Source: an optimization exercise on an open RTL-to-GDS flow (aim: small area). Production flows keep margins and buffers that such runs may drop.
RTL that was checked went through simulation tests only; none was proved equivalent to the original.
Function not checked in run 1: the RTL went through the layout flow alone.
Power and IR drop assume default switching activity.

--- flow/design.v ---
`timescale 1ns / 1ps
module calc(clk, rst, validIn, dataIn, dataOut);
input clk, rst, validIn;
input  [15:0] dataIn;
output [15:0] dataOut;
reg [1:0] state;
reg [15:0] num1;
reg [15:0] dataOut;
wire inA = ~state[1] & ~state[0];
wire inB = state[0];
wire inC = state[1];
wire opAdd = dataOut[0];
wire isOp  = (dataIn[15:2] == 14'd0);
wire selSq  = inB & ~dataIn[0];
wire selMul = inC & ~opAdd;
wire [15:0] mb;
assign mb[0] = (selSq & num1[0]) | (selMul & dataIn[0]) | (inC & opAdd) | (inB & dataIn[0]);
assign mb[15:1] = ({15{selSq}} & num1[15:1]) | ({15{selMul}} & dataIn[15:1]);
wire injHi = inC & opAdd;
wire injLo = inB | (inC & opAdd);
wire [15:0] prodN;
    wire pp_0_0 = ~(num1[0] & mb[0]);
    wire pp_1_0 = ~(num1[1] & mb[0]);
    wire pp_2_0 = ~(num1[2] & mb[0]);
    wire pp_3_0 = ~(num1[3] & mb[0]);
    wire pp_4_0 = ~(num1[4] & mb[0]);
    wire pp_5_0 = ~(num1[5] & mb[0]);
    wire pp_6_0 = ~(num1[6] & mb[0]);
    wire pp_7_0 = ~(num1[7] & mb[0]);
    wire pp_8_0 = ~(num1[8] & mb[0]);
    wire pp_9_0 = ~(num1[9] & mb[0]);
    wire pp_10_0 = ~(num1[10] & mb[0]);
    wire pp_11_0 = ~(num1[11] & mb[0]);
    wire pp_12_0 = ~(num1[12] & mb[0]);
    wire pp_13_0 = ~(num1[13] & mb[0]);
    wire pp_14_0 = ~(num1[14] & mb[0]);
    wire pp_15_0 = ~(num1[15] & mb[0]);
    wire pp_0_1 = ~((num1[0] & mb[1]) | (dataIn[1] & injHi));
    wire pp_1_1 = ~((num1[1] & mb[1]) | (dataIn[2] & injHi));
    wire pp_2_1 = ~((num1[2] & mb[1]) | (dataIn[3] & injHi));
    wire pp_3_1 = ~((num1[3] & mb[1]) | (dataIn[4] & injHi));
    wire pp_4_1 = ~((num1[4] & mb[1]) | (dataIn[5] & injHi));
    wire pp_5_1 = ~((num1[5] & mb[1]) | (dataIn[6] & injHi));
    wire pp_6_1 = ~((num1[6] & mb[1]) | (dataIn[7] & injHi));
    wire pp_7_1 = ~((num1[7] & mb[1]) | (dataIn[8] & injHi));
    wire pp_8_1 = ~((num1[8] & mb[1]) | (dataIn[9] & injHi));
    wire pp_9_1 = ~((num1[9] & mb[1]) | (dataIn[10] & injHi));
    wire pp_10_1 = ~((num1[10] & mb[1]) | (dataIn[11] & injHi));
    wire pp_11_1 = ~((num1[11] & mb[1]) | (dataIn[12] & injHi));
    wire pp_12_1 = ~((num1[12] & mb[1]) | (dataIn[13] & injHi));
    wire pp_13_1 = ~((num1[13] & mb[1]) | (dataIn[14] & injHi));
    wire pp_14_1 = ~((num1[14] & mb[1]) | (dataIn[15] & injHi));
    wire pp_0_2 = ~(num1[0] & mb[2]);
    wire pp_1_2 = ~(num1[1] & mb[2]);
    wire pp_2_2 = ~(num1[2] & mb[2]);
    wire pp_3_2 = ~(num1[3] & mb[2]);
    wire pp_4_2 = ~(num1[4] & mb[2]);
    wire pp_5_2 = ~(num1[5] & mb[2]);
    wire pp_6_2 = ~(num1[6] & mb[2]);
    wire pp_7_2 = ~(num1[7] & mb[2]);
    wire pp_8_2 = ~(num1[8] & mb[2]);
    wire pp_9_2 = ~(num1[9] & mb[2]);
    wire pp_10_2 = ~(num1[10] & mb[2]);
    wire pp_11_2 = ~(num1[11] & mb[2]);
    wire pp_12_2 = ~(num1[12] & mb[2]);
    wire pp_13_2 = ~(num1[13] & mb[2]);
    wire pp_0_3 = ~(num1[0] & mb[3]);
    wire pp_1_3 = ~(num1[1] & mb[3]);
    wire pp_2_3 = ~(num1[2] & mb[3]);
    wire pp_3_3 = ~(num1[3] & mb[3]);
    wire pp_4_3 = ~(num1[4] & mb[3]);
    wire pp_5_3 = ~(num1[5] & mb[3]);
    wire pp_6_3 = ~(num1[6] & mb[3]);
    wire pp_7_3 = ~(num1[7] & mb[3]);
    wire pp_8_3 = ~(num1[8] & mb[3]);
    wire pp_9_3 = ~(num1[9] & mb[3]);
    wire pp_10_3 = ~(num1[10] & mb[3]);
    wire pp_11_3 = ~(num1[11] & mb[3]);
    wire pp_12_3 = ~(num1[12] & mb[3]);
    wire pp_0_4 = ~(num1[0] & mb[4]);
    wire pp_1_4 = ~(num1[1] & mb[4]);
    wire pp_2_4 = ~(num1[2] & mb[4]);
    wire pp_3_4 = ~(num1[3] & mb[4]);
    wire pp_4_4 = ~(num1[4] & mb[4]);
    wire pp_5_4 = ~(num1[5] & mb[4]);
    wire pp_6_4 = ~(num1[6] & mb[4]);
    wire pp_7_4 = ~(num1[7] & mb[4]);
    wire pp_8_4 = ~(num1[8] & mb[4]);
    wire pp_9_4 = ~(num1[9] & mb[4]);
    wire pp_10_4 = ~(num1[10] & mb[4]);
    wire pp_11_4 = ~(num1[11] & mb[4]);
    wire pp_0_5 = ~(num1[0] & mb[5]);
    wire pp_1_5 = ~(num1[1] & mb[5]);
    wire pp_2_5 = ~(num1[2] & mb[5]);
    wire pp_3_5 = ~(num1[3] & mb[5]);
    wire pp_4_5 = ~(num1[4] & mb[5]);
    wire pp_5_5 = ~(num1[5] & mb[5]);
    wire pp_6_5 = ~(num1[6] & mb[5]);
    wire pp_7_5 = ~(num1[7] & mb[5]);
    wire pp_8_5 = ~(num1[8] & mb[5]);
    wire pp_9_5 = ~(num1[9] & mb[5]);
    wire pp_10_5 = ~(num1[10] & mb[5]);
    wire pp_0_6 = ~(num1[0] & mb[6]);
    wire pp_1_6 = ~(num1[1] & mb[6]);
    wire pp_2_6 = ~(num1[2] & mb[6]);
    wire pp_3_6 = ~(num1[3] & mb[6]);
    wire pp_4_6 = ~(num1[4] & mb[6]);
    wire pp_5_6 = ~(num1[5] & mb[6]);
    wire pp_6_6 = ~(num1[6] & mb[6]);
    wire pp_7_6 = ~(num1[7] & mb[6]);
    wire pp_8_6 = ~(num1[8] & mb[6]);
    wire pp_9_6 = ~(num1[9] & mb[6]);
    wire pp_0_7 = ~(num1[0] & mb[7]);
    wire pp_1_7 = ~(num1[1] & mb[7]);
    wire pp_2_7 = ~(num1[2] & mb[7]);
    wire pp_3_7 = ~(num1[3] & mb[7]);
    wire pp_4_7 = ~(num1[4] & mb[7]);
    wire pp_5_7 = ~(num1[5] & mb[7]);
    wire pp_6_7 = ~(num1[6] & mb[7]);
    wire pp_7_7 = ~(num1[7] & mb[7]);
    wire pp_8_7 = ~(num1[8] & mb[7]);
    wire pp_0_8 = ~(num1[0] & mb[8]);
    wire pp_1_8 = ~(num1[1] & mb[8]);
    wire pp_2_8 = ~(num1[2] & mb[8]);
    wire pp_3_8 = ~(num1[3] & mb[8]);
    wire pp_4_8 = ~(num1[4] & mb[8]);
    wire pp_5_8 = ~(num1[5] & mb[8]);
    wire pp_6_8 = ~(num1[6] & mb[8]);
    wire pp_7_8 = ~(num1[7] & mb[8]);
    wire pp_0_9 = ~(num1[0] & mb[9]);
    wire pp_1_9 = ~(num1[1] & mb[9]);
    wire pp_2_9 = ~(num1[2] & mb[9]);
    wire pp_3_9 = ~(num1[3] & mb[9]);
    wire pp_4_9 = ~(num1[4] & mb[9]);
    wire pp_5_9 = ~(num1[5] & mb[9]);
    wire pp_6_9 = ~(num1[6] & mb[9]);
    wire pp_0_10 = ~(num1[0] & mb[10]);
    wire pp_1_10 = ~(num1[1] & mb[10]);
    wire pp_2_10 = ~(num1[2] & mb[10]);
    wire pp_3_10 = ~(num1[3] & mb[10]);
    wire pp_4_10 = ~(num1[4] & mb[10]);
    wire pp_5_10 = ~(num1[5] & mb[10]);
    wire pp_0_11 = ~(num1[0] & mb[11]);
    wire pp_1_11 = ~(num1[1] & mb[11]);
    wire pp_2_11 = ~(num1[2] & mb[11]);
    wire pp_3_11 = ~(num1[3] & mb[11]);
    wire pp_4_11 = ~(num1[4] & mb[11]);
    wire pp_0_12 = ~(num1[0] & mb[12]);
    wire pp_1_12 = ~(num1[1] & mb[12]);
    wire pp_2_12 = ~(num1[2] & mb[12]);
    wire pp_3_12 = ~(num1[3] & mb[12]);
    wire pp_0_13 = ~(num1[0] & mb[13]);
    wire pp_1_13 = ~(num1[1] & mb[13]);
    wire pp_2_13 = ~(num1[2] & mb[13]);
    wire pp_0_14 = ~(num1[0] & mb[14]);
    wire pp_1_14 = ~(num1[1] & mb[14]);
    wire pp_0_15 = ~(num1[0] & mb[15]);
    wire pp_inj0 = ~(dataIn[0] & injLo);
    wire s1;
    xn2 u_s1 (.a(pp_2_0), .b(pp_1_1), .y(s1));
    wire c2 = pp_2_0 | pp_1_1;
    wire s3, c4;
    fa u_s3 (.a(pp_3_0), .b(pp_2_1), .c(pp_1_2), .s(s3), .co(c4));
    wire s5;
    xn2 u_s5 (.a(pp_0_3), .b(c2), .y(s5));
    wire c6 = pp_0_3 | c2;
    wire s7, c8;
    fa u_s7 (.a(pp_4_0), .b(pp_3_1), .c(pp_2_2), .s(s7), .co(c8));
    wire s9, c10;
    fa u_s9 (.a(pp_1_3), .b(pp_0_4), .c(c6), .s(s9), .co(c10));
    wire s11;
    xn2 u_s11 (.a(c4), .b(s7), .y(s11));
    wire c12 = c4 | s7;
    wire s13, c14;
    fa u_s13 (.a(pp_5_0), .b(pp_4_1), .c(pp_3_2), .s(s13), .co(c14));
    wire s15, c16;
    fa u_s15 (.a(pp_2_3), .b(pp_1_4), .c(pp_0_5), .s(s15), .co(c16));
    wire s17, c18;
    fa u_s17 (.a(c8), .b(s13), .c(s15), .s(s17), .co(c18));
    wire s19;
    xn2 u_s19 (.a(c12), .b(c10), .y(s19));
    wire c20 = c12 | c10;
    wire s21, c22;
    fa u_s21 (.a(pp_6_0), .b(pp_5_1), .c(pp_4_2), .s(s21), .co(c22));
    wire s23, c24;
    fa u_s23 (.a(pp_3_3), .b(pp_2_4), .c(pp_1_5), .s(s23), .co(c24));
    wire s25, c26;
    fa u_s25 (.a(pp_0_6), .b(c14), .c(c16), .s(s25), .co(c26));
    wire s27, c28;
    fa u_s27 (.a(s21), .b(s23), .c(c18), .s(s27), .co(c28));
    wire s29;
    xn2 u_s29 (.a(s25), .b(c20), .y(s29));
    wire c30 = s25 | c20;
    wire s31, c32;
    fa u_s31 (.a(pp_7_0), .b(pp_6_1), .c(pp_5_2), .s(s31), .co(c32));
    wire s33, c34;
    fa u_s33 (.a(pp_4_3), .b(pp_3_4), .c(pp_2_5), .s(s33), .co(c34));
    wire s35, c36;
    fa u_s35 (.a(pp_1_6), .b(pp_0_7), .c(c22), .s(s35), .co(c36));
    wire s37, c38;
    fa u_s37 (.a(c24), .b(s31), .c(s33), .s(s37), .co(c38));
    wire s39, c40;
    fa u_s39 (.a(c26), .b(s35), .c(s37), .s(s39), .co(c40));
    wire s41;
    xn2 u_s41 (.a(c30), .b(c28), .y(s41));
    wire c42 = c30 | c28;
    wire s43, c44;
    fa u_s43 (.a(pp_8_0), .b(pp_7_1), .c(pp_6_2), .s(s43), .co(c44));
    wire s45, c46;
    fa u_s45 (.a(pp_5_3), .b(pp_4_4), .c(pp_3_5), .s(s45), .co(c46));
    wire s47, c48;
    fa u_s47 (.a(pp_2_6), .b(pp_1_7), .c(pp_0_8), .s(s47), .co(c48));
    wire s49, c50;
    fa u_s49 (.a(c32), .b(c34), .c(s43), .s(s49), .co(c50));
    wire s51, c52;
    fa u_s51 (.a(s45), .b(s47), .c(c36), .s(s51), .co(c52));
    wire s53, c54;
    fa u_s53 (.a(c38), .b(s49), .c(s51), .s(s53), .co(c54));
    wire s55;
    xn2 u_s55 (.a(c40), .b(c42), .y(s55));
    wire c56 = c40 | c42;
    wire s57, c58;
    fa u_s57 (.a(pp_9_0), .b(pp_8_1), .c(pp_7_2), .s(s57), .co(c58));
    wire s59, c60;
    fa u_s59 (.a(pp_6_3), .b(pp_5_4), .c(pp_4_5), .s(s59), .co(c60));
    wire s61, c62;
    fa u_s61 (.a(pp_3_6), .b(pp_2_7), .c(pp_1_8), .s(s61), .co(c62));
    wire s63, c64;
    fa u_s63 (.a(pp_0_9), .b(c44), .c(c46), .s(s63), .co(c64));
    wire s65, c66;
    fa u_s65 (.a(c48), .b(s57), .c(s59), .s(s65), .co(c66));
    wire s67, c68;
    fa u_s67 (.a(s61), .b(c50), .c(s63), .s(s67), .co(c68));
    wire s69, c70;
    fa u_s69 (.a(s65), .b(c52), .c(s67), .s(s69), .co(c70));
    wire s71;
    xn2 u_s71 (.a(c54), .b(c56), .y(s71));
    wire c72 = c54 | c56;
    wire s73, c74;
    fa u_s73 (.a(pp_10_0), .b(pp_9_1), .c(pp_8_2), .s(s73), .co(c74));
    wire s75, c76;
    fa u_s75 (.a(pp_7_3), .b(pp_6_4), .c(pp_5_5), .s(s75), .co(c76));
    wire s77, c78;
    fa u_s77 (.a(pp_4_6), .b(pp_3_7), .c(pp_2_8), .s(s77), .co(c78));
    wire s79, c80;
    fa u_s79 (.a(pp_1_9), .b(pp_0_10), .c(c58), .s(s79), .co(c80));
    wire s81, c82;
    fa u_s81 (.a(c60), .b(c62), .c(s73), .s(s81), .co(c82));
    wire s83, c84;
    fa u_s83 (.a(s75), .b(s77), .c(c64), .s(s83), .co(c84));
    wire s85, c86;
    fa u_s85 (.a(c66), .b(s79), .c(s81), .s(s85), .co(c86));
    wire s87, c88;
    fa u_s87 (.a(c68), .b(s83), .c(s85), .s(s87), .co(c88));
    wire s89;
    xn2 u_s89 (.a(c70), .b(c72), .y(s89));
    wire c90 = c70 | c72;
    wire s91, c92;
    fa u_s91 (.a(pp_11_0), .b(pp_10_1), .c(pp_9_2), .s(s91), .co(c92));
    wire s93, c94;
    fa u_s93 (.a(pp_8_3), .b(pp_7_4), .c(pp_6_5), .s(s93), .co(c94));
    wire s95, c96;
    fa u_s95 (.a(pp_5_6), .b(pp_4_7), .c(pp_3_8), .s(s95), .co(c96));
    wire s97, c98;
    fa u_s97 (.a(pp_2_9), .b(pp_1_10), .c(pp_0_11), .s(s97), .co(c98));
    wire s99, c100;
    fa u_s99 (.a(c74), .b(c76), .c(c78), .s(s99), .co(c100));
    wire s101, c102;
    fa u_s101 (.a(s91), .b(s93), .c(s95), .s(s101), .co(c102));
    wire s103, c104;
    fa u_s103 (.a(s97), .b(c80), .c(c82), .s(s103), .co(c104));
    wire s105, c106;
    fa u_s105 (.a(s99), .b(s101), .c(c84), .s(s105), .co(c106));
    wire s107, c108;
    fa u_s107 (.a(c86), .b(s103), .c(s105), .s(s107), .co(c108));
    wire s109;
    xn2 u_s109 (.a(c88), .b(c90), .y(s109));
    wire c110 = c88 | c90;
    wire s111, c112;
    fa u_s111 (.a(pp_12_0), .b(pp_11_1), .c(pp_10_2), .s(s111), .co(c112));
    wire s113, c114;
    fa u_s113 (.a(pp_9_3), .b(pp_8_4), .c(pp_7_5), .s(s113), .co(c114));
    wire s115, c116;
    fa u_s115 (.a(pp_6_6), .b(pp_5_7), .c(pp_4_8), .s(s115), .co(c116));
    wire s117, c118;
    fa u_s117 (.a(pp_3_9), .b(pp_2_10), .c(pp_1_11), .s(s117), .co(c118));
    wire s119, c120;
    fa u_s119 (.a(pp_0_12), .b(c92), .c(c94), .s(s119), .co(c120));
    wire s121, c122;
    fa u_s121 (.a(c96), .b(c98), .c(s111), .s(s121), .co(c122));
    wire s123, c124;
    fa u_s123 (.a(s113), .b(s115), .c(s117), .s(s123), .co(c124));
    wire s125, c126;
    fa u_s125 (.a(c100), .b(c102), .c(s119), .s(s125), .co(c126));
    wire s127, c128;
    fa u_s127 (.a(s121), .b(s123), .c(c104), .s(s127), .co(c128));
    wire s129, c130;
    fa u_s129 (.a(s125), .b(c106), .c(s127), .s(s129), .co(c130));
    wire s131;
    xn2 u_s131 (.a(c108), .b(s129), .y(s131));
    wire c132 = c108 | s129;
    wire s133, c134;
    fa u_s133 (.a(pp_13_0), .b(pp_12_1), .c(pp_11_2), .s(s133), .co(c134));
    wire s135, c136;
    fa u_s135 (.a(pp_10_3), .b(pp_9_4), .c(pp_8_5), .s(s135), .co(c136));
    wire s137, c138;
    fa u_s137 (.a(pp_7_6), .b(pp_6_7), .c(pp_5_8), .s(s137), .co(c138));
    wire s139, c140;
    fa u_s139 (.a(pp_4_9), .b(pp_3_10), .c(pp_2_11), .s(s139), .co(c140));
    wire s141, c142;
    fa u_s141 (.a(pp_1_12), .b(pp_0_13), .c(c112), .s(s141), .co(c142));
    wire s143, c144;
    fa u_s143 (.a(c114), .b(c116), .c(c118), .s(s143), .co(c144));
    wire s145, c146;
    fa u_s145 (.a(s133), .b(s135), .c(s137), .s(s145), .co(c146));
    wire s147, c148;
    fa u_s147 (.a(s139), .b(c120), .c(c122), .s(s147), .co(c148));
    wire s149, c150;
    fa u_s149 (.a(c124), .b(s141), .c(s143), .s(s149), .co(c150));
    wire s151, c152;
    fa u_s151 (.a(s145), .b(c126), .c(s147), .s(s151), .co(c152));
    wire s153, c154;
    fa u_s153 (.a(s149), .b(c128), .c(s151), .s(s153), .co(c154));
    wire s155;
    xn2 u_s155 (.a(c130), .b(s153), .y(s155));
    wire c156 = c130 | s153;
    wire s157, c158;
    fa u_s157 (.a(pp_14_0), .b(pp_13_1), .c(pp_12_2), .s(s157), .co(c158));
    wire s159, c160;
    fa u_s159 (.a(pp_11_3), .b(pp_10_4), .c(pp_9_5), .s(s159), .co(c160));
    wire s161, c162;
    fa u_s161 (.a(pp_8_6), .b(pp_7_7), .c(pp_6_8), .s(s161), .co(c162));
    wire s163, c164;
    fa u_s163 (.a(pp_5_9), .b(pp_4_10), .c(pp_3_11), .s(s163), .co(c164));
    wire s165, c166;
    fa u_s165 (.a(pp_2_12), .b(pp_1_13), .c(pp_0_14), .s(s165), .co(c166));
    wire s167, c168;
    fa u_s167 (.a(c134), .b(c136), .c(c138), .s(s167), .co(c168));
    wire s169, c170;
    fa u_s169 (.a(c140), .b(s157), .c(s159), .s(s169), .co(c170));
    wire s171, c172;
    fa u_s171 (.a(s161), .b(s163), .c(s165), .s(s171), .co(c172));
    wire s173, c174;
    fa u_s173 (.a(c142), .b(c144), .c(c146), .s(s173), .co(c174));
    wire s175, c176;
    fa u_s175 (.a(s167), .b(s169), .c(s171), .s(s175), .co(c176));
    wire s177, c178;
    fa u_s177 (.a(c148), .b(c150), .c(s173), .s(s177), .co(c178));
    wire s179, c180;
    fa u_s179 (.a(s175), .b(c152), .c(s177), .s(s179), .co(c180));
    wire s181;
    xn2 u_s181 (.a(c154), .b(s179), .y(s181));
    wire c182 = c154 | s179;
    wire t183;
    xn2 u_t183 (.a(pp_15_0), .b(pp_14_1), .y(t183));
    wire s184;
    xn2 u_s184 (.a(t183), .b(pp_13_2), .y(s184));
    wire t185;
    xn2 u_t185 (.a(pp_12_3), .b(pp_11_4), .y(t185));
    wire s186;
    xn2 u_s186 (.a(t185), .b(pp_10_5), .y(s186));
    wire t187;
    xn2 u_t187 (.a(pp_9_6), .b(pp_8_7), .y(t187));
    wire s188;
    xn2 u_s188 (.a(t187), .b(pp_7_8), .y(s188));
    wire t189;
    xn2 u_t189 (.a(pp_6_9), .b(pp_5_10), .y(t189));
    wire s190;
    xn2 u_s190 (.a(t189), .b(pp_4_11), .y(s190));
    wire t191;
    xn2 u_t191 (.a(pp_3_12), .b(pp_2_13), .y(t191));
    wire s192;
    xn2 u_s192 (.a(t191), .b(pp_1_14), .y(s192));
    wire t193;
    xn2 u_t193 (.a(pp_0_15), .b(s184), .y(t193));
    wire s194;
    xn2 u_s194 (.a(t193), .b(s186), .y(s194));
    wire t195;
    xn2 u_t195 (.a(s188), .b(s190), .y(t195));
    wire s196;
    xn2 u_s196 (.a(t195), .b(s192), .y(s196));
    wire t197;
    xn2 u_t197 (.a(c158), .b(c160), .y(t197));
    wire s198;
    xn2 u_s198 (.a(t197), .b(c162), .y(s198));
    wire t199;
    xn2 u_t199 (.a(c164), .b(c166), .y(t199));
    wire s200;
    xn2 u_s200 (.a(t199), .b(s194), .y(s200));
    wire t201;
    xn2 u_t201 (.a(s196), .b(s198), .y(t201));
    wire s202;
    xn2 u_s202 (.a(t201), .b(c168), .y(s202));
    wire t203;
    xn2 u_t203 (.a(c170), .b(c172), .y(t203));
    wire s204;
    xn2 u_s204 (.a(t203), .b(s200), .y(s204));
    wire t205;
    xn2 u_t205 (.a(s202), .b(c174), .y(t205));
    wire s206;
    xn2 u_s206 (.a(t205), .b(s204), .y(s206));
    wire t207;
    xn2 u_t207 (.a(c176), .b(s206), .y(t207));
    wire s208;
    xn2 u_s208 (.a(t207), .b(c178), .y(s208));
    wire t209;
    xn2 u_t209 (.a(s208), .b(c180), .y(t209));
    wire s210;
    xn2 u_s210 (.a(t209), .b(c182), .y(s210));
    wire s211;
    xn2 u_s211 (.a(pp_0_0), .b(pp_inj0), .y(s211));
    wire c212 = pp_0_0 | pp_inj0;
    wire s213, c214;
    fa u_s213 (.a(pp_1_0), .b(pp_0_1), .c(c212), .s(s213), .co(c214));
    wire s215, c216;
    fa u_s215 (.a(pp_0_2), .b(s1), .c(c214), .s(s215), .co(c216));
    wire s217, c218;
    fa u_s217 (.a(s5), .b(s3), .c(c216), .s(s217), .co(c218));
    wire s219, c220;
    fa u_s219 (.a(s11), .b(s9), .c(c218), .s(s219), .co(c220));
    wire s221, c222;
    fa u_s221 (.a(s19), .b(s17), .c(c220), .s(s221), .co(c222));
    wire s223, c224;
    fa u_s223 (.a(s29), .b(s27), .c(c222), .s(s223), .co(c224));
    wire s225, c226;
    fa u_s225 (.a(s41), .b(s39), .c(c224), .s(s225), .co(c226));
    wire s227, c228;
    fa u_s227 (.a(s55), .b(s53), .c(c226), .s(s227), .co(c228));
    wire s229, c230;
    fa u_s229 (.a(s71), .b(s69), .c(c228), .s(s229), .co(c230));
    wire s231, c232;
    fa u_s231 (.a(s87), .b(s89), .c(c230), .s(s231), .co(c232));
    wire s233, c234;
    fa u_s233 (.a(s107), .b(s109), .c(c232), .s(s233), .co(c234));
    wire s235, c236;
    fa u_s235 (.a(c110), .b(s131), .c(c234), .s(s235), .co(c236));
    wire s237, c238;
    fa u_s237 (.a(c132), .b(s155), .c(c236), .s(s237), .co(c238));
    wire s239;
    xn2 u_s239 (.a(c156), .b(s181), .y(s239));
    wire c240 = c156 | s181;
    wire s241;
    xn2 u_s241 (.a(s210), .b(c240), .y(s241));
    wire s242 = c156 ^ s181;
    wire c243 = c156 & s181;
    wire s244;
    xn2 u_s244 (.a(s210), .b(c243), .y(s244));
    wire m245 = c238 ? s239 : s242;
    wire m246 = c238 ? s241 : s244;
    assign prodN = {m246, m245, s237, s235, s233, s231, s229, s227, s225, s223, s221, s219, s217, s215, s213, s211};
wire selRes = inC | (inB & isOp & dataIn[1]);
wire [1:0] stn = inB ? (isOp ? (dataIn[1] ? 2'b00 : 2'b10) : 2'b01) : (inC ? 2'b00 : 2'b01);
wire ld    = validIn & ~rst;
wire sResN = ~(ld & selRes);
wire sIn   = ld & ~selRes;
wire sOld  = ~validIn & ~rst;
wire [15:0] dNext;
genvar gi;
generate for (gi = 0; gi < 16; gi = gi + 1) begin : g_out
    omux u_omux (.pn(prodN[gi]), .x(dataIn[gi]), .q(dataOut[gi]),
                 .s1n(sResN), .s2(sIn), .s3(sOld), .d(dNext[gi]));
end endgenerate
always @(posedge clk) begin
    if (inA) num1 <= dataIn;
    if (rst)
        state <= 2'b00;
    else if (validIn)
        state <= stn;
    dataOut <= dNext;
end
endmodule
module fa(input a, input b, input c, output s, output co);
assign s = a ^ b ^ c;
assign co = (a & b) | (a & c) | (b & c);
endmodule
module xn2(input a, input b, output y);
assign y = ~(a ^ b);
endmodule
module omux(input pn, input x, input q, input s1n, input s2, input s3, output d);
assign d = ~((s1n | pn) & ~((x & s2) | (q & s3)));
endmodule
--- flow/flow/run.sh ---
#!/bin/bash
# Layout flow: the standard layout (standard.sh) with two changes:
# - the port buffers that global placement puts on every input and output
#   port are made from the smallest buffer cell (the resizer still upsizes
#   any that needs more drive);
# - clock tree synthesis adds no dummy loads (they only balance the leaf
#   buffers' loads and take area).
# Every tool's output goes to standard.log here, and ORFS's own logs.
export BUFFER_PORTS_ARGS="-buffer_cell sky130_fd_sc_hd__buf_1"
export CTS_ARGS="-sink_clustering_enable -repair_clock_nets -buf_list sky130_fd_sc_hd__clkbuf_8 -dont_use_dummy_load"
bash standard.sh finish > standard.log 2>&1
--- flow/standard.sh ---
#!/bin/bash
# synth_recipe.tcl (not shown) runs the flow's synth.tcl, then flattens the netlist and writes it again
# the make line also repeats each setting of config.mk as NAME=value (left out here)
make -C /OpenROAD-flow-scripts/flow DESIGN_CONFIG=/design/flow/config.mk WORK_HOME=/design/flow/orfs CLKGATE_MAP_FILE= SYNTH_SCRIPT=/design/flow/synth_recipe.tcl "${@:-finish}"
--- flow/constraint.sdc ---
create_clock -name core_clock -period 8.0 [get_ports {clk}]
set_input_delay 1.6000 -clock core_clock [delete_from_list [all_inputs] [get_ports {clk}]]
set_output_delay 1.6000 -clock core_clock [all_outputs]
set_load 0.01 [all_outputs]
--- flow/config.mk ---
export PLATFORM = sky130hd
export DESIGN_NAME = calc
export DESIGN_NICKNAME = calc
export VERILOG_FILES = /design/flow/design.v
export SDC_FILE = /design/flow/constraint.sdc
export NUM_CORES = 4
export LEC_CHECK = 0
export CAP_MARGIN = 0
export CORE_MARGIN = 2
export CORE_UTILIZATION = 40
export CTS_BUF_LIST = sky130_fd_sc_hd__clkbuf_8
export SLEW_MARGIN = 0
export SYNTH_HIERARCHICAL = 1
==> run summary, run 1 <==
Outcome:
- The run finished with no timing, DRC or antenna violations.

Synthesis:
- The fraction of synthesized cell area taken by the top area cell type is 41.4%.
- The cell type contributing the most total cell area after synthesis is sky130_fd_sc_hd__fa_1.
- The most used flip-flop cell after synthesis is sky130_fd_sc_hd__dfxtp_1.
- After synthesis the cells add up to about 4400 µm².
- The number of nets in the synthesized netlist is around 540.
- Counting flops and latches in the post-synthesis netlist gives 34.
- The simple-gate share of the synthesized area is 14.6%.
- After Yosys synthesis, full adders, half adders and majority gates account for 42.0% of the synthesized area.
- Yosys printed 7 warnings.
- The proportion of synthesized chip area in sequential cells is 19.1%.
- The synthesized instance count is 432.
- The post-synthesis compound-gate area fraction is 11.8%.
- The async set or reset register ratio after synthesis is 0%.
- The synthesized netlist contains 39 unique library cells.
- In the synthesized netlist, mux cells make up less than 1% of the area.
- The main combinational cell family by area after synthesis is adder cells.
- After synthesis, the cell types taking the most area are sky130_fd_sc_hd__fa_1, sky130_fd_sc_hd__edfxtp_1, sky130_fd_sc_hd__nand2_1, sky130_fd_sc_hd__xnor2_1, sky130_fd_sc_hd__dfxtp_1.
- The synthesized area per cell is a little over 10 µm².
- Counting instances in the post-synthesis netlist gives the leading cell types as sky130_fd_sc_hd__nand2_1, sky130_fd_sc_hd__fa_1, sky130_fd_sc_hd__xnor2_1, sky130_fd_sc_hd__a22oi_1, sky130_fd_sc_hd__clkbuf_1.
- The synthesized netlist devotes 8.95% of its cell area to XOR and XNOR gates.
- The most used standard cell by instance count after synthesis is sky130_fd_sc_hd__nand2_1.
- The number of flops mapped to enable cells by yosys is 16.

Global routing:
- The sum of overflow across all layers after global routing is 0.
- The number of antenna violations at the first check in global routing is 0.
- The global-route wire length before repair is 19.2 mm.
- The global-route total usage across every layer is a little over a fifth.
- The pin count of the biggest net entering global routing is 18.
- The number of global-route vias before repair was 3607.

CTS:
- The number of levels in the clock H-tree is 2.
- The number of resized instances in the post-cts repair step is 0.
- The CTS root buffer is sky130_fd_sc_hd__clkbuf_8.
- For the worst-skew pair, the clock arrives at the later sink with an insertion delay of 0.29 ns.
- The number of setup buffers added after CTS is 0.
- TritonCTS built the clock tree.
- The number of buffers inserted by hold repair at cts is 0.
- The number of buffers created by CTS is 5.
- After clock tree synthesis, the clock-pin slew on the worst setup and hold paths is around 0.080 ns.
- The clock drives 34 sinks.
- The clock passes through at most 2 buffers.

Floorplan:
- The initial standard-cell utilization of the core is 40.8%.
- Measured along the x axis, the die boundary spans 109 µm.
- The area of the core is 10800 µm².
- The die boundary height is 109 µm.
- 35 I/O pins were placed.
- The total number of placement rows is 38.
- The die covers 11900 µm².

Layout:
- Summing all non-filler instances in the final layout gives an area of about 4800 µm².
- The antenna diode count is 0.
- After the last flow step, the layout net total stands at 574.
- The area growth from synthesis to layout is 8.95%.
- The finished layout holds 600 standard cells, fillers aside.
- The share of cells above drive strength 1 is 7.61%.
- The number of inserted filler cells in the final layout is ~1000.
- In the final layout, the multi-input gates occupy 3430 µm².
- The core occupancy in the finished layout is between 40% and 50%.
- In the final layout, flip-flops and latches occupy approximately 840 µm².

Power:
- The share of total power dissipated in combinational logic is a little over two fifths.
- The relative contribution of sequential cells to total power is 36.7%.
- For this design the total switching power over the nets is ~220 µW.
- The analysis attributes to cell leakage a power of 0.00115 µW.
- Of the total power, the share spent switching nets is 37.5%.
- The peak ir drop on the vdd network is 0.0000769 V.
- For this design the ratio of total power to cell area is roughly 120 nW/µm².
- The internal portion of the total power is roughly 360 µW.
- The clock network burns between 20% and 30% of the power.

Drt:
- The routed length per placed instance is roughly 19 µm.
- The routed layout has 3317 vias.
- The count of nets left with antenna violations once routing finished came out at 0.
- The first TritonRoute pass finished after 4 iterations.
- The average vias per placed instance is between 5 and 6.
- For this run, design rule violations remaining after detail routing come to 0.
- The total routed wirelength is 11.6 mm.
- The detailed router finished its first iteration with 281 violations.

STA:
- In the post-route analysis, the smallest setup slack over all paths is 0.260 ns.
- The setup total negative slack is 0 ns.
- The total count of max-transition violations in the final report is 0.
- The final count of hold timing violations is 0.
- The final setup violation count is 0.
- The worst pin sits at a relative slew slack of 19.7%.
- Derived from the worst setup path, the maximum achievable clock frequency is ~130 MHz.
- For the pin with the worst max-slew slack, the measured transition is 1.20 ns.
- The shortest clock period the worst path allows after layout is ~7.7 ns.
- Setup repair after global routing left no endpoint under its margin.
- Between clock sinks in the finished design, the worst skew comes to around 0.018 ns.
- The portion of the clock cycle consumed by the worst path in the final layout is between 90% and 100%.

Placed design:
- After detailed placement, the total cell area comes to 4730 µm².
- After detailed placement, the design holds a cell count of about 600.
- Buffers placed on the I/O ports in this run total 34.
- The worst slack after detailed placement is -0.0690 ns.
- Summed over all nets, the half-perimeter wirelength after detailed placement is a little over 9 mm.
- The congestion estimate from routability-driven global placement came to 0.907.

Setup path:
- The critical path class is in2reg.
- STA puts the critical path data required time at 8.22 ns.
- The endpoint kind of the worst setup timing path is a flop.
- The signal arrival time at the worst endpoint is slightly below 8 ns.
- The worst setup path is launched from an input pin.
- The largest fanout of any net on the critical path is 6.

Job:
- The number of max-cap violations is 0.

Hold path:
- In this run the worst hold path is classified as reg2reg.
[power groups by stage]
stage,Sequential (µW),Combinational [µW],Clock (µW)
finish,213,247,120
global route,215,283,126
CTS,213,251,121
detailed placement,217,249,0
global placement,216,244,0
floorplan,206,190,0
[cell usage in the layout, fill, tap and decap left out, types with 2 or more instances in the layout]
master	n
sky130_fd_sc_hd__o21a_1	2
sky130_fd_sc_hd__fa_1	91
sky130_fd_sc_hd__xnor2_1	45
sky130_fd_sc_hd__inv_1	7
sky130_fd_sc_hd__o21ai_1	16
sky130_fd_sc_hd__a22oi_1	30
sky130_fd_sc_hd__nor2b_1	2
sky130_fd_sc_hd__edfxtp_1	16
sky130_fd_sc_hd__and2_1	2
sky130_fd_sc_hd__o21ai_0	2
sky130_fd_sc_hd__dfxtp_1	18
sky130_fd_sc_hd__buf_4	17
sky130_fd_sc_hd__a22o_1	15
sky130_fd_sc_hd__nor3_1	3
sky130_fd_sc_hd__a21oi_1	2
sky130_fd_sc_hd__ha_1	2
sky130_fd_sc_hd__or2_2	6
sky130_fd_sc_hd__nand2b_1	2
sky130_fd_sc_hd__mux2_2	2
sky130_fd_sc_hd__clkbuf_8	5
sky130_fd_sc_hd__nand2_1	121
sky130_fd_sc_hd__nor4_1	2
sky130_fd_sc_hd__buf_1	34
sky130_fd_sc_hd__nor2_1	4
[modules after synthesis, one instance, submodules excluded]
module  times used  cell area [µm²]  cells
fa              91             20.0      1
omux            16             12.5      2
calc             1             1990    264
xn2             45             8.76      1
[sequential cells by signal (all words and copies together), names as in the netlist]
| name | flops |
|---|---|
| dataOut | 16 |
| num1 | 16 |
| state | 2 |
[per-layer routing]
metal,part of all wire [%],global-route usage (%),vias up
li1,-,-,1485
met4,2.8,7.42,0
met5,0,0,-
met1,42,29.9,1702
met2,49,35.1,113
met3,6.2,2.99,17
[final cells by class]
| type | count | share of cell area (%) |
|---|---|---|
| well taps | 140 | 3.65 |
| multi-input cells | 363 | 71.5 |
| inverters | 7 | 0.548 |
| clock buffers | 5 | 1.43 |
| flip-flops and latches | 34 | 17.5 |
| repair buffers | 51 | 5.32 |
[kinds of logic (layout without fill, tap and decap cells)]
group | Yosys count | after routing
xor+xnor | 45 | 45
compound gates | 73 | 73
fa+ha+maj | 93 | 93
flops | 34 | 34
buf+inv | 35 | 63
mux | 2 | 2
simple gates | 150 | 150
[worst paths after layout]
path                                 start     endpoint  slack [ns]  cells past startpoint
worst max-delay path             dataIn[0]  dataOut[14]        0.26                     19
worst min-delay path            dataOut[2]   dataOut[2]        0.50                      2
worst max register to register    state[1]  dataOut[14]        1.05                     18
worst min register to register  dataOut[2]   dataOut[2]        0.50                      2
[worst max-delay path: stages]
cell                       delay, ns
sky130_fd_sc_hd__buf_1          0.20
sky130_fd_sc_hd__o21a_1         0.20
sky130_fd_sc_hd__nand2b_1       0.14
sky130_fd_sc_hd__nand2_1        0.09
sky130_fd_sc_hd__fa_1           0.45
sky130_fd_sc_hd__fa_1           0.40
sky130_fd_sc_hd__fa_1           0.40
sky130_fd_sc_hd__fa_1           0.41
sky130_fd_sc_hd__fa_1           0.40
sky130_fd_sc_hd__fa_1           0.39
sky130_fd_sc_hd__fa_1           0.39
sky130_fd_sc_hd__fa_1           0.38
sky130_fd_sc_hd__fa_1           0.39
sky130_fd_sc_hd__fa_1           0.39
sky130_fd_sc_hd__fa_1           0.40
sky130_fd_sc_hd__fa_1           0.46
sky130_fd_sc_hd__fa_1           0.43
sky130_fd_sc_hd__mux2_2         0.30
sky130_fd_sc_hd__o21ai_1        0.15
[stage by stage]
stage / power [µW] / hold WS [ns]
after floorplan: 396 / 0.533
final: 580 / 0.503
after detailed placement: 466 / 0.492
after CTS: 585 / 0.507
after global routing: 624 / 0.532
after global placement: 460 / 0.480
==> run 2, diff against run 1 <==
--- a/flow/design.v
+++ b/flow/design.v
@@ -436,18 +436,11 @@
     fa u_s235 (.a(c110), .b(s131), .c(c234), .s(s235), .co(c236));
     wire s237, c238;
     fa u_s237 (.a(c132), .b(s155), .c(c236), .s(s237), .co(c238));
-    wire s239;
-    xn2 u_s239 (.a(c156), .b(s181), .y(s239));
-    wire c240 = c156 | s181;
+    wire s239, c240;
+    fa u_s239 (.a(c156), .b(s181), .c(c238), .s(s239), .co(c240));
     wire s241;
     xn2 u_s241 (.a(s210), .b(c240), .y(s241));
-    wire s242 = c156 ^ s181;
-    wire c243 = c156 & s181;
-    wire s244;
-    xn2 u_s244 (.a(s210), .b(c243), .y(s244));
-    wire m245 = c238 ? s239 : s242;
-    wire m246 = c238 ? s241 : s244;
-    assign prodN = {m246, m245, s237, s235, s233, s231, s229, s227, s225, s223, s221, s219, s217, s215, s213, s211};
+    assign prodN = {s241, s239, s237, s235, s233, s231, s229, s227, s225, s223, s221, s219, s217, s215, s213, s211};
 wire selRes = inC | (inB & isOp & dataIn[1]);
 wire [1:0] stn = inB ? (isOp ? (dataIn[1] ? 2'b00 : 2'b10) : 2'b01) : (inC ? 2'b00 : 2'b01);
 wire ld    = validIn & ~rst;
==> flow/flow/run.sh (replaced) <==
#!/bin/bash
# Layout flow: the standard layout (standard.sh) with these changes:
# - the port buffers that global placement puts on every input and output
#   port are made from the smallest buffer cell (the resizer still upsizes
#   any that needs more drive);
# - clock tree synthesis adds no dummy loads (they only balance the leaf
#   buffers' loads and take area);
# - the resizer may not use the large plain buffers (buf_4 and up) when it
#   splits high-fanout nets, so it uses the smaller ones. DONT_USE_CELLS is
#   the platform's list with those buffers added.
# Every tool's output goes to standard.log here, and ORFS's own logs.
export BUFFER_PORTS_ARGS="-buffer_cell sky130_fd_sc_hd__buf_1"
export CTS_ARGS="-sink_clustering_enable -repair_clock_nets -buf_list sky130_fd_sc_hd__clkbuf_8 -dont_use_dummy_load"
DU="sky130_fd_sc_hd__probe_p_8 sky130_fd_sc_hd__probec_p_8 sky130_fd_sc_hd__lpflow_bleeder_1 sky130_fd_sc_hd__lpflow_clkbufkapwr_1 sky130_fd_sc_hd__lpflow_clkbufkapwr_16 sky130_fd_sc_hd__lpflow_clkbufkapwr_2 sky130_fd_sc_hd__lpflow_clkbufkapwr_4 sky130_fd_sc_hd__lpflow_clkbufkapwr_8 sky130_fd_sc_hd__lpflow_clkinvkapwr_1 sky130_fd_sc_hd__lpflow_clkinvkapwr_16 sky130_fd_sc_hd__lpflow_clkinvkapwr_2 sky130_fd_sc_hd__lpflow_clkinvkapwr_4 sky130_fd_sc_hd__lpflow_clkinvkapwr_8 sky130_fd_sc_hd__lpflow_decapkapwr_12 sky130_fd_sc_hd__lpflow_decapkapwr_3 sky130_fd_sc_hd__lpflow_decapkapwr_4 sky130_fd_sc_hd__lpflow_decapkapwr_6 sky130_fd_sc_hd__lpflow_decapkapwr_8 sky130_fd_sc_hd__lpflow_inputiso0n_1 sky130_fd_sc_hd__lpflow_inputiso0p_1 sky130_fd_sc_hd__lpflow_inputiso1n_1 sky130_fd_sc_hd__lpflow_inputiso1p_1 sky130_fd_sc_hd__lpflow_inputisolatch_1 sky130_fd_sc_hd__lpflow_isobufsrc_1 sky130_fd_sc_hd__lpflow_isobufsrc_16 sky130_fd_sc_hd__lpflow_isobufsrc_2 sky130_fd_sc_hd__lpflow_isobufsrc_4 sky130_fd_sc_hd__lpflow_isobufsrc_8 sky130_fd_sc_hd__lpflow_isobufsrckapwr_16 sky130_fd_sc_hd__lpflow_lsbuf_lh_hl_isowell_tap_1 sky130_fd_sc_hd__lpflow_lsbuf_lh_hl_isowell_tap_2 sky130_fd_sc_hd__lpflow_lsbuf_lh_hl_isowell_tap_4 sky130_fd_sc_hd__lpflow_lsbuf_lh_isowell_4 sky130_fd_sc_hd__lpflow_lsbuf_lh_isowell_tap_1 sky130_fd_sc_hd__lpflow_lsbuf_lh_isowell_tap_2 sky130_fd_sc_hd__lpflow_lsbuf_lh_isowell_tap_4  sky130_fd_sc_hd__buf_4 sky130_fd_sc_hd__buf_6 sky130_fd_sc_hd__buf_8 sky130_fd_sc_hd__buf_12 sky130_fd_sc_hd__buf_16"
bash standard.sh "DONT_USE_CELLS=$DU" finish > standard.log 2>&1
==> run 2 against run 1 <==
  * The flow now stops in 1_2_yosys
==> run summary, run 2 <==
Outcome:
- The run stopped with a tool error.
- It got as far as 1_2_yosys and failed there.
- The first error in the log reads "ERROR: TCL interpreter returned an error: The step that buffers pass-through wires placed cells that are on DONT_USE_CELLS: 1 sky130_fd_sc_hd__buf_4 (a module's cells ".

Synthesis:
- The number of synthesis warnings is 1.
==> run 3, diff against run 2 <==
--- a/flow/flow/run.sh
+++ b/flow/flow/run.sh
@@ -7,9 +7,11 @@
 #   buffers' loads and take area);
 # - the resizer may not use the large plain buffers (buf_4 and up) when it
 #   splits high-fanout nets, so it uses the smaller ones. DONT_USE_CELLS is
-#   the platform's list with those buffers added.
+#   the platform's list with those buffers added, after synthesis (which
+#   runs unchanged).
 # Every tool's output goes to standard.log here, and ORFS's own logs.
 export BUFFER_PORTS_ARGS="-buffer_cell sky130_fd_sc_hd__buf_1"
 export CTS_ARGS="-sink_clustering_enable -repair_clock_nets -buf_list sky130_fd_sc_hd__clkbuf_8 -dont_use_dummy_load"
 DU="sky130_fd_sc_hd__probe_p_8 sky130_fd_sc_hd__probec_p_8 sky130_fd_sc_hd__lpflow_bleeder_1 sky130_fd_sc_hd__lpflow_clkbufkapwr_1 sky130_fd_sc_hd__lpflow_clkbufkapwr_16 sky130_fd_sc_hd__lpflow_clkbufkapwr_2 sky130_fd_sc_hd__lpflow_clkbufkapwr_4 sky130_fd_sc_hd__lpflow_clkbufkapwr_8 sky130_fd_sc_hd__lpflow_clkinvkapwr_1 sky130_fd_sc_hd__lpflow_clkinvkapwr_16 sky130_fd_sc_hd__lpflow_clkinvkapwr_2 sky130_fd_sc_hd__lpflow_clkinvkapwr_4 sky130_fd_sc_hd__lpflow_clkinvkapwr_8 sky130_fd_sc_hd__lpflow_decapkapwr_12 sky130_fd_sc_hd__lpflow_decapkapwr_3 sky130_fd_sc_hd__lpflow_decapkapwr_4 sky130_fd_sc_hd__lpflow_decapkapwr_6 sky130_fd_sc_hd__lpflow_decapkapwr_8 sky130_fd_sc_hd__lpflow_inputiso0n_1 sky130_fd_sc_hd__lpflow_inputiso0p_1 sky130_fd_sc_hd__lpflow_inputiso1n_1 sky130_fd_sc_hd__lpflow_inputiso1p_1 sky130_fd_sc_hd__lpflow_inputisolatch_1 sky130_fd_sc_hd__lpflow_isobufsrc_1 sky130_fd_sc_hd__lpflow_isobufsrc_16 sky130_fd_sc_hd__lpflow_isobufsrc_2 sky130_fd_sc_hd__lpflow_isobufsrc_4 sky130_fd_sc_hd__lpflow_isobufsrc_8 sky130_fd_sc_hd__lpflow_isobufsrckapwr_16 sky130_fd_sc_hd__lpflow_lsbuf_lh_hl_isowell_tap_1 sky130_fd_sc_hd__lpflow_lsbuf_lh_hl_isowell_tap_2 sky130_fd_sc_hd__lpflow_lsbuf_lh_hl_isowell_tap_4 sky130_fd_sc_hd__lpflow_lsbuf_lh_isowell_4 sky130_fd_sc_hd__lpflow_lsbuf_lh_isowell_tap_1 sky130_fd_sc_hd__lpflow_lsbuf_lh_isowell_tap_2 sky130_fd_sc_hd__lpflow_lsbuf_lh_isowell_tap_4  sky130_fd_sc_hd__buf_4 sky130_fd_sc_hd__buf_6 sky130_fd_sc_hd__buf_8 sky130_fd_sc_hd__buf_12 sky130_fd_sc_hd__buf_16"
+bash standard.sh synth > standard_synth.log 2>&1
 bash standard.sh "DONT_USE_CELLS=$DU" finish > standard.log 2>&1
==> run 3 against run 2 <==
  * The run now finishes clean
==> run summary, run 3 <==
Layout:
- The core occupancy in the finished layout is 46.7%.
- The filler-free cell count of the finished design is between 600 and 700.
- The final-stage net count is 587.
- Leaving out fill and tap cells, the most frequent cells in the layout are sky130_fd_sc_hd__nand2_1, sky130_fd_sc_hd__fa_1, sky130_fd_sc_hd__xnor2_1, sky130_fd_sc_hd__buf_1, sky130_fd_sc_hd__a22oi_1.
- After filler insertion, the fill cell instance count of the layout stands at around 1000.
- The multi-input combinational cell area is 3390 µm².
- The antenna diode count is 0.
- The total area of sequential cells is 841 µm².
- The area growth from synthesis to layout is 15.1%.
- The largest registers in the layout are dataOut: 16 flops, num1: 16 flops, state: 2 flops.
- The share of cells above drive strength 1 is 5.49%.
- Leaving out fill and tap cells, the most frequent cell in the layout is sky130_fd_sc_hd__nand2_1.

Drt:
- The number of search-and-repair iterations in the first detailed-routing pass is 4.
- The wire length on met3 is roughly 900 µm.
- The average vias per placed instance is approximately 5.7.
- The DRC violation count after routing is 0.
- Dividing the detail-routed wire length by the instance count gives 18.9 µm.
- The post-detailed-route count of antenna-violating nets is 0.
- After detailed routing, the total wire length is 11.6 mm.
- The number of DRC markers after the initial detailed-route iteration is 245.
- The highest layer touched by signal routing is met4.
- The length of routed met2 wiring is 5.61 mm.
- The routed length on met1 is 4.67 mm.
- The via count is ~3500.

Setup path:
- At the worst endpoint, the required time is 8.15 ns.
- The maximum cell stage delay along the critical path is 0.41 ns.
- The setup slack on the worst flop-to-flop path is 0.86 ns.
- The most used cell along the critical path is sky130_fd_sc_hd__fa_1.
- The critical path is of the in2reg type.
- STA classifies the critical path endpoint as a flop.
- The largest fanout of any net on the critical path is 5.
- The kind of cell with the highest combined delay along the critical path is adder cells.
- The count of buffer and inverter cells on the critical path is 1.
- The signal on the critical path passes through clkbuf_2 > nor2b_1 > a22o_1 > a22oi_1 > fa_2 > fa_1 > fa_1 > fa_1 > fa_1 > fa_1 > fa_1 > fa_1 > fa_1 > fa_1 > fa_1 > fa_1 > fa_1 > fa_1 > xnor2_1 > o21ai_1.
- The worst setup path is launched from an input pin.
- The critical-path cell with the highest stage delay is sky130_fd_sc_hd__fa_1.
- The signal arrival time at the worst endpoint is 7.92 ns.

CTS:
- The number of levels in the clock H-tree is 2.
- Clock-pin slew was measured on the worst setup and hold paths at roughly 0.070 ns.
- The number of buffers created by CTS is 5.
- For this design, the CTS-stage hold fixing added 0 buffers.
- The clock passes through at most 2 buffers.
- The CTS root buffer is sky130_fd_sc_hd__clkbuf_8.
- The clock reaches the later pin of the worst-skew pair after 0.30 ns.
- The clock tree from TritonCTS is done.
- The TritonCTS sink count is 34.

Synthesis:
- The most common cell in the synthesized netlist is sky130_fd_sc_hd__nand2_1.
- sky130_fd_sc_hd__fa_1 takes more of the synthesized area than any other cell.
- Among all flip-flop cells after synthesis, the most frequent one is sky130_fd_sc_hd__dfxtp_1.
- After synthesis, the largest area contributor takes up 42.4% of total cell area.
- The post-synthesis mux area share is 0%.
- Ranked by total cell area, the synthesized netlist is headed by sky130_fd_sc_hd__fa_1, sky130_fd_sc_hd__edfxtp_1, sky130_fd_sc_hd__nand2_1, sky130_fd_sc_hd__xnor2_1, sky130_fd_sc_hd__dfxtp_1.
- In this run, synthesis produced a sequential element count of 34.
- The post-synthesis instance area is 4350 µm².
- The post-synthesis compound-gate area fraction is a little under an eighth.
- By count the netlist is led by sky130_fd_sc_hd__nand2_1, sky130_fd_sc_hd__fa_1, sky130_fd_sc_hd__xnor2_1, sky130_fd_sc_hd__a22oi_1, sky130_fd_sc_hd__clkbuf_1.
- The proportion of synthesized chip area in sequential cells is 19.3%.
- The parity-gate share of the synthesized area counting xor and xnor cells is 8.67%.
- Synthesis produced a netlist with a net count of around 540.
- The async set or reset register ratio after synthesis is 0%.
- In the synthesized netlist, the number of instances is approximately 420.
- After synthesis, the largest family of logic cells by area is adder cells.
- The adder and majority cell fraction of the synthesized area is 42.4%.
- After synthesis, the netlist uses 37 different library cells.
- Dividing the synthesized area by the synthesized cell count gives about 10 µm².
- The Yosys step of the flow raised 7 warnings.
- In this run, synthesis inferred 16 flip-flops with an integrated enable.
- The simple-gate share of the synthesized area is 14.7%.

STA:
- The transition time of the tightest slew-check pin is 0.816 ns.
- For this run, the top clock speed supported by timing is 129 MHz.
- The portion of the clock cycle consumed by the worst path in the final layout is 97.2%.
- Clock skew on the completed layout was measured at 0.0295 ns.
- Setup violations remaining at the end of the flow were counted as 0.
- The total count of max-transition violations in the final report came to 0.
- Setup repair after global routing left no endpoint under its margin.
- The tightest slew margin relative to the limit is between 40% and 50%.
- The setup total negative slack is 0 ns.
- The final count of hold timing violations is 0.
- After layout, the minimum clock period comes to 7.77 ns.

Power:
- The peak ir drop on the vdd network is 0.0000580 V.
- The power density of the placed cells is 113 nW/µm².
- The analysis attributes to cell leakage a power of 0.00129 µW.

Placed design:
- The final weighted congestion in routability-driven placement is 0.864.
- Once detailed placement completed, the half-perimeter wirelength came to 9.18 mm.
- Once placement completed, the tool counted placed cells totaling 607.
- The port buffer count is 34.

Global routing:
- For this run the aggregate overflow at the end of global routing stands at 0.
- The global-route wire length before repair is 18.9 mm.
- Entering global routing, the biggest net connects 17 pins.
- The number of global-route vias before repair came to 3603.
- The global-route total usage across every layer is between 20% and 30%.
- The number of antenna violations at the first check in global routing came to 0.

Floorplan:
- The area of the core is 10700 µm².
- The die width is 108 µm.
- The die covers around 12000 µm².
- The die boundary height is 108 µm.
- The count of boundary I/O pins is 35.
- The initial standard-cell utilization of the core is 40.6%.
- The initialized floorplan defines 38 standard-cell rows.

Outcome:
- The run finished with no timing, DRC or antenna violations.

Job:
- The number of max-cap violations is 0.

Hold path:
- The class of the tightest hold or removal check is reg2reg.
-- run 3: timing repair --
item | CTS | global route
gates resized for setup | 0 | 4
setup endpoints to repair | 0 | 1
setup buffers | 0 | 2
-- run 3: worst reg2reg max path, cell delays in order, from the launching register on --
cell and delay (ns):
sky130_fd_sc_hd__edfxtp_1 0.52, sky130_fd_sc_hd__dlygate4sd1_1 0.65, sky130_fd_sc_hd__and2_1 0.24, sky130_fd_sc_hd__nor2_1 0.06, sky130_fd_sc_hd__xnor2_1 0.14, sky130_fd_sc_hd__fa_1 0.43, sky130_fd_sc_hd__fa_1 0.40, sky130_fd_sc_hd__fa_1 0.40
sky130_fd_sc_hd__fa_1 0.40, sky130_fd_sc_hd__fa_1 0.40, sky130_fd_sc_hd__fa_1 0.40, sky130_fd_sc_hd__fa_1 0.39, sky130_fd_sc_hd__fa_1 0.39, sky130_fd_sc_hd__fa_1 0.40, sky130_fd_sc_hd__fa_1 0.39, sky130_fd_sc_hd__fa_1 0.39
sky130_fd_sc_hd__fa_1 0.39, sky130_fd_sc_hd__fa_1 0.39, sky130_fd_sc_hd__xnor2_1 0.16, sky130_fd_sc_hd__o21ai_1 0.08
-- run 3: through the flow --
stage                     total power, µW  hold slack, ns  cell area (µm²)  worst slack, ns
after floorplan                       375           0.533             4360           0.0201
after global placement                449           0.481             4910          -0.0647
after detailed placement              453           0.497             4910           -0.186
after CTS                             574           0.511             4980            0.127
after global routing                  607           0.533             5000           0.0163
final                                 566           0.503             5000            0.227
-- run 3: cell families after synthesis --
kind of cell,count (synthesis)
and+or+nand+nor,150
adders and majority gates,92
AOI/OAI and AO/OA,73
xor gates and xnor gates,43
DFF,34
buffers and inverters,32
-- run 3: layout make-up --
| cell class | count | share of cell area [%] |
|---|---|---|
| multi-input combinational | 358 | 67.9 |
| sequential | 34 | 16.8 |
| inverter | 4 | 0.300 |
| timing repair buffer | 73 | 10.1 |
| clock buffer | 5 | 1.38 |
| tap | 140 | 3.50 |
-- run 3: worst paths after layout --
path | startpoint | endpoint | depth (start not counted)
worst min register to register | dataOut[6] | dataOut[6] | 2
worst max register to register | num1[1] | dataOut[15] | 19
worst min-delay path | dataOut[6] | dataOut[6] | 2
worst max-delay path | dataIn[0] | dataOut[15] | 20
-- run 3: per-module statistics from Yosys (local to each module, per instance) --
module | cells | cell area [µm²] | copies in the design
fa | 1 | 20.0 | 92
omux | 2 | 12.5 | 16
xn2 | 1 | 8.76 | 43
calc | 257 | 1930 | 1
-- run 3: per-layer routing --
metal  vias up  GRT usage [%]
met2       174           35.1
met4         0           8.61
met3        22           2.89
li1       1506              -
met1      1776           29.0
met5         -              0
-- run 3: power breakdown --
| group | internal [µW] | leakage [µW] | switching [µW] |
|---|---|---|---|
| Sequential | 195 | 0.000309 | 20.9 |
| Clock | 56.1 | 0.0000359 | 62.5 |
| Combinational | 105 | 0.000948 | 127 |

## static timing again, ports no longer ideal
The flow's constraints put no driver on any port. The routed layouts listed below were extracted and timed again, unchanged, in two steps. Step 1 assumes that a clkbuf_16 drives the clock port and a buf_2 every other input. Step 2 adds t to the input delays and takes it off the output delays; t is the mean of the earliest and latest rising clock arrival at the registers after step 1. Input paths then give back, and output paths get back, about the clock's delay inside the block. Three values: ideal ports, drivers, drivers and shift; two values: the first two.
| run | t, ns | setup slack, ns | worst setup path after step 2 | worst slew at a driven data input, ns | cell pins on the clock port's net |
|---|---|---|---|---|---|
| run 1 | 0.312 | 0.260 / 0.268 / -0.044 | input to register | 0.03 | 1 |
| run 3 | 0.312 | 0.227 / 0.235 / -0.078 | input to register | 0.04 | 1 |
Met with ideal ports but missed after step 2: setup timing in run 1 and run 3. For run 3, which loses most, drivers alone change the setup slack by +0.008 ns; drivers and shift together by -0.305 ns.
